This design comes from an exercise in tuning for small area and a short achievable clock period on the open sky130 flow, not from production work.
At most, simulation tests tie the RTL to the original design; equivalence was not proved.

// simon32_64
module simon32_64 (
	input  logic clk, reset,
	input  logic in_valid,
	output logic in_ready,
	input  logic [31:0] plaintext,
	input  logic [63:0] key,
	output logic out_valid,
	output logic [31:0] ciphertext
);
For scale: ~1000 cells after synthesis, roughly 200 flip-flops, roughly 10000 sq um of cells after synthesis.
clock: 2.5 ns
lec_check: 0
cap_margin: 20
core_margin: 2
core_utilization: 40
setup_slack_margin: 0.95
slew_margin: 20
standard.sh (not shown) runs the stock make flow with config.mk's settings and CLKGATE_MAP_FILE= SYNTH_SCRIPT=/design/flow/synth_recipe.tcl, a recipe that flattens the netlist after the stock synthesis.
==> flow/flow/run.sh <==
#!/bin/bash
# Standard layout (the standard.sh) with three changes:
#  - the port buffers are plain buffers instead of the delay cells that
#    buffer_ports picks by default (repair resizes them where timing needs);
#  - the clock tree is a root buffer driving one level of leaf buffers, with
#    no sink clustering, which gives less insertion delay than the default
#    H-tree with clustered leaves;
#  - the slow cells listed in flow/dont_use.txt are added to the platform's
#    don't-use list, so that synthesis maps the XOR-heavy logic onto faster
#    two-input gates.
set -euo pipefail
export BUFFER_PORTS_ARGS="-buffer_cell sky130_fd_sc_hd__buf_1"
export CTS_ARGS="-repair_clock_nets -buf_list sky130_fd_sc_hd__clkbuf_8 -root_buf sky130_fd_sc_hd__clkbuf_16"
plat=$(make -s -C "$FLOW_HOME" DESIGN_CONFIG="$PWD/config.mk" WORK_HOME="$PWD/orfs" \
  print-DONT_USE_CELLS 2> print_dont_use.log | sed -n 's/^DONT_USE_CELLS: //p')
extra=$(grep -v '^#' flow/dont_use.txt | tr '\n' ' ')
echo "platform: $plat" > dont_use.log
echo "added: $extra" >> dont_use.log
bash standard.sh "DONT_USE_CELLS=$plat $extra" finish > standard_finish.log 2>&1
==> flow/flow/dont_use.txt <==
# slow cells kept out of synthesis and repair
sky130_fd_sc_hd__xor3_1
sky130_fd_sc_hd__xor3_2
sky130_fd_sc_hd__xor3_4
sky130_fd_sc_hd__xnor3_1
sky130_fd_sc_hd__xnor3_2
sky130_fd_sc_hd__xnor3_4
==> next run, changes <==
--- a/flow/flow/dont_use.txt
+++ b/flow/flow/dont_use.txt
@@ -6,2 +6,21 @@
 sky130_fd_sc_hd__xnor3_2
 sky130_fd_sc_hd__xnor3_4
+sky130_fd_sc_hd__or4_1
+sky130_fd_sc_hd__or4_2
+sky130_fd_sc_hd__or4_4
+sky130_fd_sc_hd__nor4_1
+sky130_fd_sc_hd__nor4_2
+sky130_fd_sc_hd__nor4_4
+sky130_fd_sc_hd__and4_1
+sky130_fd_sc_hd__and4_2
+sky130_fd_sc_hd__and4_4
+sky130_fd_sc_hd__nand4_1
+sky130_fd_sc_hd__nand4_2
+sky130_fd_sc_hd__nand4_4
+sky130_fd_sc_hd__or4b_1
+sky130_fd_sc_hd__or4bb_1
+sky130_fd_sc_hd__nor4b_1
+sky130_fd_sc_hd__nor4bb_1
+sky130_fd_sc_hd__or3_1
+sky130_fd_sc_hd__or3b_1
+sky130_fd_sc_hd__nor3_1
--- a/flow/config.mk
+++ b/flow/config.mk
@@ -9,4 +9,5 @@
 export CORE_MARGIN = 2
 export CORE_UTILIZATION = 40
+export GPL_TIMING_DRIVEN = 0
 export SETUP_SLACK_MARGIN = 0.95
 export SLEW_MARGIN = 20
Result:
- global-route usage increases by 0.99 points
- setup slack improves by 41 ps
- final cell count increases by 1.1%
- register-to-register slack improves by 40 ps
- cell area increases by 1.3%
- via count increases by 1.4%
==> next run, changes <==
--- a/flow/config.mk
+++ b/flow/config.mk
@@ -9,5 +9,4 @@
 export CORE_MARGIN = 2
 export CORE_UTILIZATION = 40
-export GPL_TIMING_DRIVEN = 0
-export SETUP_SLACK_MARGIN = 0.95
+export SETUP_SLACK_MARGIN = 0.97
 export SLEW_MARGIN = 20
Result: Flip-flop and latch count stays the same. Worst hold slack gets better by 7.4 ps. Register-to-register slack is better by 40 ps. Final area decreases by 0.99%. Cell count falls by 0.66%.
==> next run, changes <==
--- a/flow/flow/run.sh
+++ b/flow/flow/run.sh
@@ -1,9 +1,6 @@
 #!/bin/bash
-# Standard layout (the standard.sh) with three changes:
+# Standard layout (the standard.sh) with two changes:
 #  - the port buffers are plain buffers instead of the delay cells that
-#    buffer_ports picks by default (repair resizes them where timing needs);
-#  - the clock tree is a root buffer driving one level of leaf buffers, with
-#    no sink clustering, which gives less insertion delay than the default
-#    H-tree with clustered leaves;
+#    buffer_ports picks by default;
 #  - the slow cells listed in flow/dont_use.txt are added to the platform's
 #    don't-use list, so that synthesis maps the XOR-heavy logic onto faster
--- a/flow/config.mk
+++ b/flow/config.mk
@@ -9,4 +9,4 @@
 export CORE_MARGIN = 2
 export CORE_UTILIZATION = 40
-export SETUP_SLACK_MARGIN = 0.97
+export SETUP_SLACK_MARGIN = 1.0
 export SLEW_MARGIN = 20
Worst setup slack improves by 9.8 ps.
Wire length rises by 1.2%.
Sequential share of layout area goes down by 0.27 points.
Cell count rises by about 0.5%.
Synthesized cell count stays the same.
==> next run, changes <==
--- a/flow/flow/run.sh
+++ b/flow/flow/run.sh
@@ -1,6 +1,9 @@
 #!/bin/bash
-# Standard layout (the standard.sh) with two changes:
+# Standard layout (the standard.sh) with three changes:
 #  - the port buffers are plain buffers instead of the delay cells that
-#    buffer_ports picks by default;
+#    buffer_ports picks by default (repair resizes them where timing needs);
+#  - the clock tree is a root buffer driving one level of leaf buffers, with
+#    no sink clustering, which gives less insertion delay than the default
+#    H-tree with clustered leaves;
 #  - the slow cells listed in flow/dont_use.txt are added to the platform's
 #    don't-use list, so that synthesis maps the XOR-heavy logic onto faster
--- a/flow/config.mk
+++ b/flow/config.mk
@@ -8,5 +8,5 @@
 export CAP_MARGIN = 20
 export CORE_MARGIN = 2
-export CORE_UTILIZATION = 40
-export SETUP_SLACK_MARGIN = 1.0
+export CORE_UTILIZATION = 55
+export SETUP_SLACK_MARGIN = 0.95
 export SLEW_MARGIN = 20
Effect: Routed wire length goes down by 4.1%. Area after synthesis does not change. Die area drops by 27%. Design area shrinks by 2.8%.

========
simon32_64, a different RTL version from the one above (not shown whole).
For scale: ~990 cells after synthesis, ~130 I/O pins, roughly 0.0098 mm² of cells after synthesis.
==> flow/config.mk <==
export PLATFORM = sky130hd
export DESIGN_NAME = simon32_64
export DESIGN_NICKNAME = simon32_64
export VERILOG_FILES = /design/flow/design.v
export SDC_FILE = /design/flow/constraint.sdc
export NUM_CORES = 4
export LEC_CHECK = 0
export CAP_MARGIN = 20
export CORE_MARGIN = 2
export CORE_UTILIZATION = 40
export SETUP_SLACK_MARGIN = 1.0
export SLEW_MARGIN = 20
==> flow/constraint.sdc <==
create_clock -name core_clock -period 2.5 [get_ports {clk}]
set_input_delay 0.5000 -clock core_clock [delete_from_list [all_inputs] [get_ports {clk}]]
set_output_delay 0.5000 -clock core_clock [all_outputs]
set_load 0.01 [all_outputs]
==> flow/flow/run.sh <==
#!/bin/bash
# Standard layout (the standard.sh) with three changes:
#  - the port buffers are plain buffers instead of the delay cells that
#    buffer_ports picks by default (repair resizes them where timing needs);
#  - the clock tree is a root buffer driving one level of leaf buffers, with
#    no sink clustering, which gives less insertion delay than the default
#    H-tree with clustered leaves;
#  - the slow cells listed in flow/dont_use.txt are added to the platform's
#    don't-use list, so that synthesis maps the XOR-heavy logic onto faster
#    two-input gates.
set -euo pipefail
export BUFFER_PORTS_ARGS="-buffer_cell sky130_fd_sc_hd__buf_1"
export CTS_ARGS="-repair_clock_nets -buf_list sky130_fd_sc_hd__clkbuf_8 -root_buf sky130_fd_sc_hd__clkbuf_16"
plat=$(make -s -C "$FLOW_HOME" DESIGN_CONFIG="$PWD/config.mk" WORK_HOME="$PWD/orfs" \
  print-DONT_USE_CELLS 2> print_dont_use.log | sed -n 's/^DONT_USE_CELLS: //p')
extra=$(grep -v '^#' flow/dont_use.txt | tr '\n' ' ')
echo "platform: $plat" > dont_use.log
echo "added: $extra" >> dont_use.log
bash standard.sh "DONT_USE_CELLS=$plat $extra" finish > standard_finish.log 2>&1
==> flow/flow/dont_use.txt <==
# slow cells kept out of synthesis and repair
sky130_fd_sc_hd__xor3_1
sky130_fd_sc_hd__xor3_2
sky130_fd_sc_hd__xor3_4
sky130_fd_sc_hd__xnor3_1
sky130_fd_sc_hd__xnor3_2
sky130_fd_sc_hd__xnor3_4
sky130_fd_sc_hd__or4_1
sky130_fd_sc_hd__or4_2
sky130_fd_sc_hd__or4_4
sky130_fd_sc_hd__nor4_1
sky130_fd_sc_hd__nor4_2
sky130_fd_sc_hd__nor4_4
sky130_fd_sc_hd__and4_1
sky130_fd_sc_hd__and4_2
sky130_fd_sc_hd__and4_4
sky130_fd_sc_hd__nand4_1
sky130_fd_sc_hd__nand4_2
sky130_fd_sc_hd__nand4_4
sky130_fd_sc_hd__or4b_1
sky130_fd_sc_hd__or4bb_1
sky130_fd_sc_hd__nor4b_1
sky130_fd_sc_hd__nor4bb_1
sky130_fd_sc_hd__or3_1
sky130_fd_sc_hd__or3b_1
sky130_fd_sc_hd__nor3_1
The starting point completed with no timing, DRC or antenna violations.
==> next run, changes <==
SETUP_SLACK_MARGIN = 0.95   (was 1.0)
Wire length goes down by 2.1%.
Design area goes down by 3.4%.
Clock-buffer cell count is unchanged.
Non-clock buffer count goes down by 12.
Cell count goes down by 0.81%.
First-iteration DRC count goes down by 14%.
Core utilization goes down by 1.7 points.
Sequential share of layout area goes up by 0.76 points.
Function was not checked in any run of this note: the RTL went through the layout flow alone.

========
Another version of the RTL of simon32_64 (not shown whole).
Size in the first run: ~1000 cells after synthesis, ~200 flip-flops, roughly 130 I/O pins, about 10000 um2 of cells after synthesis.
export LEC_CHECK = 0
export CAP_MARGIN = 20
export CORE_MARGIN = 2
export CORE_UTILIZATION = 40
export CTS_CLUSTER_DIAMETER = 100
export CTS_CLUSTER_SIZE = 25
export SETUP_SLACK_MARGIN = 0.9
export SLEW_MARGIN = 20
create_clock -name core_clock -period 2.5 [get_ports {clk}]
==> flow/flow/run.sh <==
#!/bin/bash
# Standard layout, with the port buffers made from plain buffers instead of
# the delay cells buffer_ports picks by default.
set -euo pipefail
export BUFFER_PORTS_ARGS="-buffer_cell sky130_fd_sc_hd__buf_2"
bash standard.sh finish > standard_finish.log 2>&1
Then changed:
Settings changed: CTS_CLUSTER_DIAMETER 100 to unset, CTS_CLUSTER_SIZE 25 to unset, SETUP_SLACK_MARGIN 0.9 to 1.0.
The changed run went through all stages and came out clean; cell count grows by 4.1%; global-route usage grows by 0.65 points; die area is unchanged; design area grows by 8.9%; worst setup slack improves by 0.020 ns.

========
== juniper ==
Starting RTL as in the previous note.
==> flow/config.mk <==
export PLATFORM = sky130hd
export DESIGN_NAME = simon32_64
export DESIGN_NICKNAME = simon32_64
export VERILOG_FILES = /design/flow/design.v
export SDC_FILE = /design/flow/constraint.sdc
export NUM_CORES = 4
export LEC_CHECK = 0
export CAP_MARGIN = 20
export CORE_MARGIN = 2
export CORE_UTILIZATION = 40
export CTS_CLUSTER_DIAMETER = 100
export CTS_CLUSTER_SIZE = 25
export SETUP_SLACK_MARGIN = 0.9
export SLEW_MARGIN = 20
==> flow/constraint.sdc <==
create_clock -name core_clock -period 2.5 [get_ports {clk}]
set_input_delay 0.5000 -clock core_clock [delete_from_list [all_inputs] [get_ports {clk}]]
set_output_delay 0.5000 -clock core_clock [all_outputs]
set_load 0.01 [all_outputs]
==> flow/flow/run.sh <==
#!/bin/bash
# Standard layout (the standard.sh) with two changes:
#  - the port buffers are plain buffers instead of the delay cells that
#    buffer_ports picks by default;
#  - the slow cells listed in flow/dont_use.txt are added to the platform's
#    don't-use list, so that synthesis maps the XOR-heavy logic onto faster
#    two-input gates.
set -euo pipefail
export BUFFER_PORTS_ARGS="-buffer_cell sky130_fd_sc_hd__buf_1"
plat=$(make -s -C "$FLOW_HOME" DESIGN_CONFIG="$PWD/config.mk" WORK_HOME="$PWD/orfs" \
  print-DONT_USE_CELLS 2> print_dont_use.log | sed -n 's/^DONT_USE_CELLS: //p')
extra=$(grep -v '^#' flow/dont_use.txt | tr '\n' ' ')
echo "platform: $plat" > dont_use.log
echo "added: $extra" >> dont_use.log
bash standard.sh "DONT_USE_CELLS=$plat $extra" finish > standard_finish.log 2>&1
Scripts as last shown in full above: flow/flow/dont_use.txt
Per the final summary, juniper finished and its layout is clean on timing, DRC and antenna.
diff inputs: juniper => fjord
Settings: SETUP_SLACK_MARGIN changed from 0.9 to 0.8.
diff --git a/flow/flow/run.sh b/flow/flow/run.sh
--- a/flow/flow/run.sh
+++ b/flow/flow/run.sh
@@ -9 +9 @@
-export BUFFER_PORTS_ARGS="-buffer_cell sky130_fd_sc_hd__buf_1"
+export BUFFER_PORTS_ARGS="-buffer_cell sky130_fd_sc_hd__buf_2"
==> flow/flow/dont_use.txt <==
# slow cells kept out of synthesis and repair
sky130_fd_sc_hd__xor3_1
sky130_fd_sc_hd__xor3_2
sky130_fd_sc_hd__xor3_4
sky130_fd_sc_hd__xnor3_1
sky130_fd_sc_hd__xnor3_2
sky130_fd_sc_hd__xnor3_4
==> results.txt <==
- Relative to juniper, number of antenna violations at the first check in global routing has decreased by 1 in fjord.
- Minimum clock period, fjord and juniper: lower on juniper
- | register area | higher: juniper |
- juniper → fjord: post-detailed-placement cell area higher, number of tap instances higher.
- fjord does worse than juniper on final critical-path setup slack.
Relative to fjord, the following input files were edited for onyx:
Settings: changing CORE_UTILIZATION from 40 to 55; changing SETUP_SLACK_MARGIN from 0.8 to 0.9.
diff --git a/flow/flow/dont_use.txt b/flow/flow/dont_use.txt
--- a/flow/flow/dont_use.txt
+++ b/flow/flow/dont_use.txt
@@ -7,0 +8,19 @@
+sky130_fd_sc_hd__or4_1
+sky130_fd_sc_hd__or4_2
+sky130_fd_sc_hd__or4_4
+sky130_fd_sc_hd__nor4_1
+sky130_fd_sc_hd__nor4_2
+sky130_fd_sc_hd__nor4_4
+sky130_fd_sc_hd__and4_1
+sky130_fd_sc_hd__and4_2
+sky130_fd_sc_hd__and4_4
+sky130_fd_sc_hd__nand4_1
+sky130_fd_sc_hd__nand4_2
+sky130_fd_sc_hd__nand4_4
+sky130_fd_sc_hd__or4b_1
+sky130_fd_sc_hd__or4bb_1
+sky130_fd_sc_hd__nor4b_1
+sky130_fd_sc_hd__nor4bb_1
+sky130_fd_sc_hd__or3_1
+sky130_fd_sc_hd__or3b_1
+sky130_fd_sc_hd__nor3_1
Findings:
onyx: count of standard-cell rows 15% below fjord. Share of cell area taken by flip-flops and latches (higher): onyx. onyx vs fjord, worst-case reg-to-reg path depth went up by 1. onyx against fjord: share of the clock period used by the worst path now sits lower; met1 wire length saw a decrease; sequential element share of the synthesized area rose by 0.69 points; aggregate routed wire length now smaller.
Edits applied to the flow inputs when going from onyx to willow:
Settings: swapping 0.9 for 0.8 in SETUP_SLACK_MARGIN; swapping 55 for 40 in CORE_UTILIZATION.
==> flow/flow/run.sh <==
#!/bin/bash
# Standard layout, with the port buffers made from plain buffers instead of
# the delay cells buffer_ports picks by default.
set -euo pipefail
export BUFFER_PORTS_ARGS="-buffer_cell sky130_fd_sc_hd__buf_2"
bash standard.sh finish > standard_finish.log 2>&1
removed: flow/flow/dont_use.txt
Notes after the runs:
The final reports for willow and onyx show time the worst path needs with I/O delays and setup higher in the former. Path depth of the worst reg2reg path: willow < onyx. Taking onyx as the reference point, the share of synthesized area spent on multiplexers of willow falls by 1.8 points.

==> separate check: timing with driven ports <==
The flow's constraints put no driver on any port. The routed layouts listed below were extracted and timed again, unchanged, in two steps. Step 1 sets driving cells, clkbuf_16 on the clock port and buf_2 on the other inputs (assumed; they add their load-dependent delay and slew). Step 2 times the ports against the registers' clock, not the clock port: input delays grow and output delays shrink by t, the midpoint of the rising clock arrivals with the driver on. a / b / c = ideal / step 1 / step 2; a / b = the first two.
| run | t (ns) | setup slack, ns | hold slack, ns | worst setup path at the end | worst register clock-pin slew, ns |
|---|---|---|---|---|---|
| the first run of note 1 | 0.453 | 0.942 / 0.942 / 0.942 | 0.289 / 0.270 / 0.473 | register to register | 0.12 / 0.12 |
| the second run of note 1 | 0.453 | 0.983 / 0.944 / 0.983 | 0.304 / 0.279 / 0.355 | register to register | 0.12 / 0.12 |
| the third run of note 1 | 0.446 | 0.994 / 0.946 / 1.021 | 0.311 / 0.287 / 0.460 | register to register | 0.11 / 0.11 |
| the fourth run of note 1 | 0.446 | 1.004 / 0.956 / 1.021 | 0.310 / 0.286 / 0.458 | register to register | 0.11 / 0.11 |
| the fifth run of note 1 | 0.450 | 0.973 / 0.924 / 0.977 | 0.304 / 0.277 / 0.476 | register to register | 0.12 / 0.12 |
| the first run of note 2 | 0.442 | 0.971 / 0.971 / 0.971 | 0.302 / 0.280 / 0.409 | register to register | 0.11 / 0.11 |
| the second run of note 2 | 0.439 | 0.963 / 0.936 / 0.963 | 0.307 / 0.287 / 0.414 | register to register | 0.11 / 0.11 |
| the first run of note 3 | 0.522 | 0.865 / 0.865 / 0.865 | 0.203 / 0.175 / 0.384 | register to register | 0.11 / 0.11 |
| the second run of note 3 | 0.565 | 0.885 / 0.863 / 0.885 | 0.170 / 0.145 / 0.377 | register to register | 0.06 / 0.06 |
| juniper | 0.514 | 0.884 / 0.836 / 0.914 | 0.223 / 0.196 / 0.386 | register to register | 0.11 / 0.11 |
| fjord | 0.526 | 0.823 / 0.776 / 0.829 | 0.211 / 0.186 / 0.390 | register to register | 0.11 / 0.11 |
| onyx | 0.524 | 0.925 / 0.879 / 0.927 | 0.173 / 0.150 / 0.392 | register to register | 0.11 / 0.11 |
| willow | 0.522 | 0.813 / 0.765 / 0.818 | 0.198 / 0.173 / 0.384 | register to register | 0.11 / 0.11 |
After both steps setup and hold are still met in every run listed.
